Context: an optimization exercise on an open-source flow, tuned for small area and a short achievable clock period. The choices shown serve that exercise and are no tape-out recipe.
Where RTL was checked, it was by simulation tests only, not by an equivalence proof against the original.
The flow treats the clock pin as an ideal source. Dropping or thinning the clock tree relies on that and would not hold on a real chip.
Power and IR drop assume default switching activity.

Setup of the previous run:
==> module xspi_bytesel, before the edit <==
module xspi_bytesel (
    input  wire [15:0]  sel,
    input  wire [127:0] src,
    output wire [7:0]   y
);
    genvar b, p;
    generate
        for (b = 0; b < 8; b = b + 1) begin : g_bit
            wire [7:0] pair_n;   
            for (p = 0; p < 8; p = p + 1) begin : g_pair
                xspi_aoi22 u_aoi (
                    .a1(sel[2 * p]),     .a2(src[16 * p + b]),
                    .b1(sel[2 * p + 1]), .b2(src[16 * p + 8 + b]),
                    .y(pair_n[p])
                );
            end
            wire lo, hi;
            xspi_nand4 u_lo (.a(pair_n[3:0]), .y(lo));
            xspi_nand4 u_hi (.a(pair_n[7:4]), .y(hi));
            xspi_or2 u_or (.a(lo), .b(hi), .y(y[b]));
        end
    endgenerate
endmodule
==> module xspi_aoi22, before the edit <==
module xspi_aoi22 (
    input  wire a1, a2, b1, b2,
    output wire y
);
    assign y = ~((a1 & a2) | (b1 & b2));
endmodule
==> module xspi_nand4, before the edit <==
module xspi_nand4 (
    input  wire [3:0] a,
    output wire       y
);
    assign y = ~&a;
endmodule
==> module xspi_or2, before the edit <==
module xspi_or2 (
    input  wire a, b,
    output wire y
);
    assign y = a | b;
endmodule
Settings: LEC_CHECK=0, ABC_CLOCK_PERIOD_IN_PS=2100, CAP_MARGIN=20, CORE_MARGIN=2, CORE_UTILIZATION=40, SLEW_MARGIN=20, SYNTH_HIERARCHICAL=1, SYNTH_MINIMUM_KEEP_SIZE=0; clock period 7.0 ns.
standard.sh (not shown) runs the stock make flow with config.mk's settings and CLKGATE_MAP_FILE= SYNTH_SCRIPT=/design/flow/synth_recipe.tcl, a recipe that flattens the netlist after the stock synthesis.
==> flow/flow/run.sh <==
#!/bin/bash
# Layout flow: the standard ORFS flow (standard.sh), with these changes.
#  - The port buffers are plain buf_1 cells.
#  - flow/mycts.tcl replaces ORFS's CTS step. It first moves each output
#    port buffer that an enable flip-flop drives next to that flip-flop.
#    Then it builds the clock tree: the clock port drives one clock
#    inverter, which drives CTS_NBUF clock inverters, each driving one
#    cluster of flip-flops. Then timing repair aims at SETUP_SLACK_MARGIN ns
#    of setup slack, and an area recovery pass gives each cell the smallest
#    size that keeps the worst slack that repair reached (and keeps AR_GUARD
#    ns more on the paths through the cell).
set -euo pipefail
export BUFFER_PORTS_ARGS="-buffer_cell sky130_fd_sc_hd__buf_1"
RES=$PWD/orfs/results/$FLOW_PLATFORM/xspi_top/base

bash standard.sh "BUFFER_PORTS_ARGS=$BUFFER_PORTS_ARGS" place > flow_1_to_3_place.log 2>&1

PLATFORM_DIR=$FLOW_HOME/platforms/$FLOW_PLATFORM RES=$RES CLK_PORT=clk \
  PULL_OUT_FLOPS=1 PULL_OUT_BUFS=1 PULL_MATCH='*edfxtp*' \
  CTS_NROOT=4 CTS_ROOT=sky130_fd_sc_hd__clkinv_8 CTS_NBUF=8 CTS_BUFCELL=sky130_fd_sc_hd__clkinv_8 \
  SETUP_SLACK_MARGIN=4.95 AREA_RECOVER=1 AR_MAX_SLEW=0.4 AR_EPS=0.003 AR_GUARD=0.03 \
  openroad -no_init -exit flow/mycts.tcl > flow_4_cts.log 2>&1
cp $RES/4_1_cts.odb $RES/4_cts.odb
touch $RES/4_cts.sdc

bash standard.sh "BUFFER_PORTS_ARGS=$BUFFER_PORTS_ARGS" finish > flow_5_to_6_finish.log 2>&1
Other scripts of this flow, unchanged in this note and not shown: flow/flow/mycts.tcl
## Diff of input files: the current run against the previous run
diff --git a/flow/design.v b/flow/design.v
--- a/flow/design.v
+++ b/flow/design.v
@@ -95,42 +95,18 @@
 endmodule
 module xspi_bytesel (
     input  wire [15:0]  sel,
     input  wire [127:0] src,
     output wire [7:0]   y
 );
-    genvar b, p;
+    genvar b;
     generate
         for (b = 0; b < 8; b = b + 1) begin : g_bit
-            wire [7:0] pair_n;   
-            for (p = 0; p < 8; p = p + 1) begin : g_pair
-                xspi_aoi22 u_aoi (
-                    .a1(sel[2 * p]),     .a2(src[16 * p + b]),
-                    .b1(sel[2 * p + 1]), .b2(src[16 * p + 8 + b]),
-                    .y(pair_n[p])
-                );
+            wire [15:0] bits;
+            genvar k;
+            for (k = 0; k < 16; k = k + 1) begin : g_src
+                assign bits[k] = sel[k] & src[8 * k + b];
             end
-            wire lo, hi;
-            xspi_nand4 u_lo (.a(pair_n[3:0]), .y(lo));
-            xspi_nand4 u_hi (.a(pair_n[7:4]), .y(hi));
-            xspi_or2 u_or (.a(lo), .b(hi), .y(y[b]));
+            assign y[b] = |bits;
         end
     endgenerate
 endmodule
-module xspi_aoi22 (
-    input  wire a1, a2, b1, b2,
-    output wire y
-);
-    assign y = ~((a1 & a2) | (b1 & b2));
-endmodule
-module xspi_nand4 (
-    input  wire [3:0] a,
-    output wire       y
-);
-    assign y = ~&a;
-endmodule
-module xspi_or2 (
-    input  wire a, b,
-    output wire y
-);
-    assign y = a | b;
-endmodule
## What came out
The current run vs the previous run: setup slack up
Per the comparison of the current run with the previous run, highest fanout seen on the critical path decreased 2, site row count decreased about 2.3%, peak supply drop increased 0.0073 mV, design area increased about 1.7%, register-to-register slack essentially unchanged.
Compare the previous run and the current run | total power after layout lower: the previous run
The current run gives less arrival time reported for the critical path endpoint than the previous run did.
The RTL of the previous run was laid out without a check of its function. In every run of this note, the design's own scripts or RTL, not TritonCTS, make the clock network.


xspi_top, a different RTL version from the one above (not shown whole).
Size: about 320 cells after synthesis, about 150 flip-flops, roughly 200 I/O pins.
==> module xspi_top, before the edit <==
module xspi_top (
    input  wire        clk,
    input  wire        rst_n,
    input  wire        start,
    input  wire [7:0]  command,
    input  wire [47:0] address,
    input  wire [63:0] wr_data,
    output reg  [63:0] rd_data,
    output reg         done,
    output reg         ready,
    output reg         xspi_cs_n,
    output reg  [7:0]  xspi_io
);
    reg  [8:0]  jc;
    reg         is_wr;       
    reg         is_rd;       
    reg         clr_pend;    
    reg  [63:0] mem;         
    wire is_oth = ~is_wr & ~is_rd;
    wire [17:0] st;          
    assign st[0] = ~jc[0] & ~jc[8];
    genvar n;
    generate
        for (n = 1; n <= 8; n = n + 1) begin : g_up
            assign st[n] = jc[n - 1] & ~jc[n];
        end
        for (n = 10; n <= 17; n = n + 1) begin : g_down
            assign st[n] = ~jc[n - 10] & jc[n - 9];
        end
    endgenerate
    assign st[9] = jc[0] & jc[8];
    wire up_1_8  = jc[0] & ~jc[8];   
    wire st_9_15 = jc[8] & jc[6];    
    wire fin = (st[8] & is_oth) | (st[16] & is_wr) | st[17];
    always @(posedge clk or negedge rst_n) begin
        if (!rst_n)
            jc <= 9'd0;
        else if (fin)
            jc <= 9'd0;
        else
            jc <= {jc[7:0], ~jc[8] & (jc[0] | start)};
    end
    always @(posedge clk or negedge rst_n) begin
        if (!rst_n)
            clr_pend <= 1'b1;
        else if (st[8])
            clr_pend <= 1'b0;
    end
    always @(posedge clk) begin
        if (st[1]) begin
            is_wr <= (command == 8'hA5);
            is_rd <= (command == 8'hFF);
        end
    end
    wire [15:0] io_sel;
    assign io_sel[0]  = st[1];                      
    assign io_sel[1]  = st[7];                      
    assign io_sel[2]  = st[6];                      
    assign io_sel[3]  = st[5];                      
    assign io_sel[4]  = st[4];                      
    assign io_sel[5]  = st[3];                      
    assign io_sel[6]  = st[2];                      
    assign io_sel[7]  = is_wr & st[15];             
    assign io_sel[8]  = is_wr & st[14];             
    assign io_sel[9]  = is_wr & st[13];             
    assign io_sel[10] = is_wr & st[12];             
    assign io_sel[11] = is_wr & st[11];             
    assign io_sel[12] = is_wr & st[10];             
    assign io_sel[13] = is_wr & st[9];              
    assign io_sel[14] = is_wr & st[8];              
    assign io_sel[15] = is_rd & (st[8] | st_9_15);  
    wire [7:0] io_nx;
    xspi_bytesel io_mux (
        .sel(io_sel),
        .src({mem[63:56], wr_data, address, command}),
        .y(io_nx)
    );
    always @(posedge clk) begin
        xspi_io   <= io_nx;
        xspi_cs_n <= ~((up_1_8 & ~(st[8] & is_oth)) | st_9_15
                       | (st[16] & is_rd));
        done      <= fin;
        ready     <= st[16] & is_rd;
    end
    reg mem_sh;      
    reg rd_ld;       
    always @(posedge clk) begin
        mem_sh <= (is_wr & (st[8] | st_9_15))
                | (is_rd & (st[7] | st[8] | st[9] | st[10] | st[11]
                            | st[12] | st[13] | st[14]));
        rd_ld  <= is_rd & st[15];
    end
    wire [7:0] mem_in = (is_wr ? xspi_io : mem[63:56]) & {8{~clr_pend}};
    always @(posedge clk) begin
        if (clr_pend | mem_sh)
            mem <= {mem[55:0], mem_in};
    end
    always @(posedge clk) begin
        if (clr_pend | rd_ld)
            rd_data <= mem;
    end
endmodule
==> module xspi_bytesel, before the edit <==
module xspi_bytesel (
    input  wire [15:0]  sel,
    input  wire [127:0] src,
    output wire [7:0]   y
);
    genvar b;
    generate
        for (b = 0; b < 8; b = b + 1) begin : g_bit
            wire [15:0] bits;
            genvar k;
            for (k = 0; k < 16; k = k + 1) begin : g_src
                assign bits[k] = sel[k] & src[8 * k + b];
            end
            assign y[b] = |bits;
        end
    endgenerate
endmodule
==> flow/config.mk <==
export PLATFORM = sky130hd
export DESIGN_NAME = xspi_top
export DESIGN_NICKNAME = xspi_top
export VERILOG_FILES = /design/flow/design.v
export SDC_FILE = /design/flow/constraint.sdc
export NUM_CORES = 4
export LEC_CHECK = 0
export ABC_CLOCK_PERIOD_IN_PS = 2100
export CAP_MARGIN = 20
export CORE_MARGIN = 2
export CORE_UTILIZATION = 40
export SLEW_MARGIN = 20
export SYNTH_HIERARCHICAL = 1
export SYNTH_MINIMUM_KEEP_SIZE = 0
==> flow/constraint.sdc <==
create_clock -name core_clock -period 7.0 [get_ports {clk}]
set_input_delay 1.4000 -clock core_clock [delete_from_list [all_inputs] [get_ports {clk}]]
set_output_delay 1.4000 -clock core_clock [all_outputs]
set_load 0.01 [all_outputs]
==> flow/flow/run.sh <==
#!/bin/bash
# Layout flow: the standard ORFS flow (standard.sh), with these changes.
#  - The port buffers are plain buf_1 cells.
#  - flow/mycts.tcl replaces ORFS's CTS step. The clock port drives one
#    clock inverter, which drives CTS_NBUF clock inverters, each driving one
#    cluster of flip-flops. Then timing repair aims at CTS_MARGIN ns of setup
#    slack, and an area recovery pass gives each cell the smallest size that
#    keeps the worst slack that repair reached.
set -euo pipefail
export BUFFER_PORTS_ARGS="-buffer_cell sky130_fd_sc_hd__buf_1"
RES=$PWD/orfs/results/$FLOW_PLATFORM/xspi_top/base

bash standard.sh "BUFFER_PORTS_ARGS=$BUFFER_PORTS_ARGS" place > flow_1_to_3_place.log 2>&1

PLATFORM_DIR=$FLOW_HOME/platforms/$FLOW_PLATFORM RES=$RES CLK_PORT=clk \
  CTS_ROOT=sky130_fd_sc_hd__clkinv_16 CTS_NBUF=6 CTS_BUFCELL=sky130_fd_sc_hd__clkinv_8 \
  SETUP_SLACK_MARGIN=4.85 AREA_RECOVER=1 AR_MAX_SLEW=0.4 AR_EPS=0.003 \
  openroad -no_init -exit flow/mycts.tcl > flow_4_cts.log 2>&1
cp $RES/4_1_cts.odb $RES/4_cts.odb
touch $RES/4_cts.sdc

bash standard.sh "BUFFER_PORTS_ARGS=$BUFFER_PORTS_ARGS" finish > flow_5_to_6_finish.log 2>&1
Other scripts of this flow, unchanged in this note and not shown: flow/flow/mycts.tcl
Then changed:
--- a/flow/design.v
+++ b/flow/design.v
@@ -13,10 +13,11 @@
 );
     reg  [8:0]  jc;
     reg         is_wr;       
     reg         is_rd;       
     reg         clr_pend;    
+    reg  [2:0]  ph;          
     reg  [63:0] mem;         
     wire is_oth = ~is_wr & ~is_rd;
     wire [17:0] st;          
     assign st[0] = ~jc[0] & ~jc[8];
     genvar n;
@@ -28,11 +29,13 @@
             assign st[n] = ~jc[n - 10] & jc[n - 9];
         end
     endgenerate
     assign st[9] = jc[0] & jc[8];
     wire up_1_8  = jc[0] & ~jc[8];   
+    wire up_1_7  = jc[0] & ~jc[7];   
     wire st_9_15 = jc[8] & jc[6];    
+    wire go = st[0] & start;         
     wire fin = (st[8] & is_oth) | (st[16] & is_wr) | st[17];
     always @(posedge clk or negedge rst_n) begin
         if (!rst_n)
             jc <= 9'd0;
         else if (fin)
@@ -45,16 +48,25 @@
             clr_pend <= 1'b1;
         else if (st[8])
             clr_pend <= 1'b0;
     end
     always @(posedge clk) begin
-        if (st[1]) begin
+        if (go) begin
             is_wr <= (command == 8'hA5);
             is_rd <= (command == 8'hFF);
         end
     end
-    wire [15:0] io_sel;
+    always @(posedge clk or negedge rst_n) begin
+        if (!rst_n)
+            ph <= 3'd0;
+        else if (st[8] & is_wr)
+            ph <= 3'd0;
+        else
+            ph <= ph + 3'd1;
+    end
+    wire ph0 = (ph == 3'd0);
+    wire [23:0] io_sel;
     assign io_sel[0]  = st[1];                      
     assign io_sel[1]  = st[7];                      
     assign io_sel[2]  = st[6];                      
     assign io_sel[3]  = st[5];                      
     assign io_sel[4]  = st[4];                      
@@ -66,53 +78,58 @@
     assign io_sel[10] = is_wr & st[12];             
     assign io_sel[11] = is_wr & st[11];             
     assign io_sel[12] = is_wr & st[10];             
     assign io_sel[13] = is_wr & st[9];              
     assign io_sel[14] = is_wr & st[8];              
-    assign io_sel[15] = is_rd & (st[8] | st_9_15);  
+    assign io_sel[15] = is_rd & st[15];             
+    assign io_sel[16] = is_rd & st[14];             
+    assign io_sel[17] = is_rd & st[13];             
+    assign io_sel[18] = is_rd & st[12];             
+    assign io_sel[19] = is_rd & st[11];             
+    assign io_sel[20] = is_rd & st[10];             
+    assign io_sel[21] = is_rd & st[9];              
+    assign io_sel[22] = is_rd & st[8] & ~ph0;       
+    assign io_sel[23] = is_rd & st[8] & ph0;        
     wire [7:0] io_nx;
     xspi_bytesel io_mux (
         .sel(io_sel),
-        .src({mem[63:56], wr_data, address, command}),
+        .src({mem[63:56], rd_data, wr_data, address, command}),
         .y(io_nx)
     );
     always @(posedge clk) begin
         xspi_io   <= io_nx;
         xspi_cs_n <= ~((up_1_8 & ~(st[8] & is_oth)) | st_9_15
                        | (st[16] & is_rd));
         done      <= fin;
         ready     <= st[16] & is_rd;
     end
-    reg mem_sh;      
+    reg mem_wsh;     
     reg rd_ld;       
     always @(posedge clk) begin
-        mem_sh <= (is_wr & (st[8] | st_9_15))
-                | (is_rd & (st[7] | st[8] | st[9] | st[10] | st[11]
-                            | st[12] | st[13] | st[14]));
-        rd_ld  <= is_rd & st[15];
+        mem_wsh <= is_wr & (st[8] | st_9_15);
+        rd_ld   <= (ph == 3'd7)
+                 & ((go & (command == 8'hFF)) | (is_rd & up_1_7));
     end
-    wire [7:0] mem_in = (is_wr ? xspi_io : mem[63:56]) & {8{~clr_pend}};
-    always @(posedge clk) begin
-        if (clr_pend | mem_sh)
-            mem <= {mem[55:0], mem_in};
-    end
+    wire [7:0] mem_in = (mem_wsh ? xspi_io : mem[63:56]) & {8{~clr_pend}};
+    always @(posedge clk)
+        mem <= {mem[55:0], mem_in};
     always @(posedge clk) begin
         if (clr_pend | rd_ld)
             rd_data <= mem;
     end
 endmodule
 module xspi_bytesel (
-    input  wire [15:0]  sel,
-    input  wire [127:0] src,
+    input  wire [23:0]  sel,
+    input  wire [191:0] src,
     output wire [7:0]   y
 );
     genvar b;
     generate
         for (b = 0; b < 8; b = b + 1) begin : g_bit
-            wire [15:0] bits;
+            wire [23:0] bits;
             genvar k;
-            for (k = 0; k < 16; k = k + 1) begin : g_src
+            for (k = 0; k < 24; k = k + 1) begin : g_src
                 assign bits[k] = sel[k] & src[8 * k + b];
             end
             assign y[b] = |bits;
         end
     endgenerate
After rerunning: Global-route usage rose by 6.7 points. Final cell count rose by 14%. Via count rose by 21%. Routed wire length rose by 34%. Synthesized cell count rose by 25%. Final area hardly moves. Worst hold slack degrades by 0.092 ns. Total power fell by 7.5%. Clock skew fell by 0.0039 ns. Die area fell by 1.0%. Setup slack degrades by 0.055 ns.
For the second run of this note, only the layout was checked, not whether the RTL still works. In every run of this note, the design's own scripts or RTL, not TritonCTS, make the clock network.

-- port drivers added, routing unchanged --
How much do the figures lean on ideal ports? The routed layouts below were timed once more, with nothing changed but the port constraints.
Step 1, drivers: a clkbuf_16 drives clk and a buf_2 each remaining input, both assumed.
Step 2 moves the port delays by t, midway between the first and last clock arrival at a register: inputs arrive t later, outputs are due t later. That takes back most of the time a late clock gives input paths.
Slacks: ideal ports / drivers / drivers and shift; pairs: ideal ports / drivers.
| run | t (ns) | slack for setup (ns) | slew at the worst register clock pin (ns) | pins driven straight from the clock port |
|---|---|---|---|---|
| the previous run | 0.271 | 4.875 / 4.773 / 4.704 | 0.08 / 0.08 | 4 |
| the current run | 0.271 | 4.929 / 4.810 / 4.764 | 0.07 / 0.07 | 4 |
| the first run of note 2 | 0.285 | 4.828 / 4.753 / 4.653 | 0.10 / 0.10 | 1 |
| the second run of note 2 | 0.284 | 4.773 / 4.700 / 4.538 | 0.10 / 0.10 | 1 |
After both steps setup and hold are still met in every run listed. For the second run of note 2, which loses most, drivers alone change the setup slack by -0.073 ns; drivers and shift together by -0.235 ns.
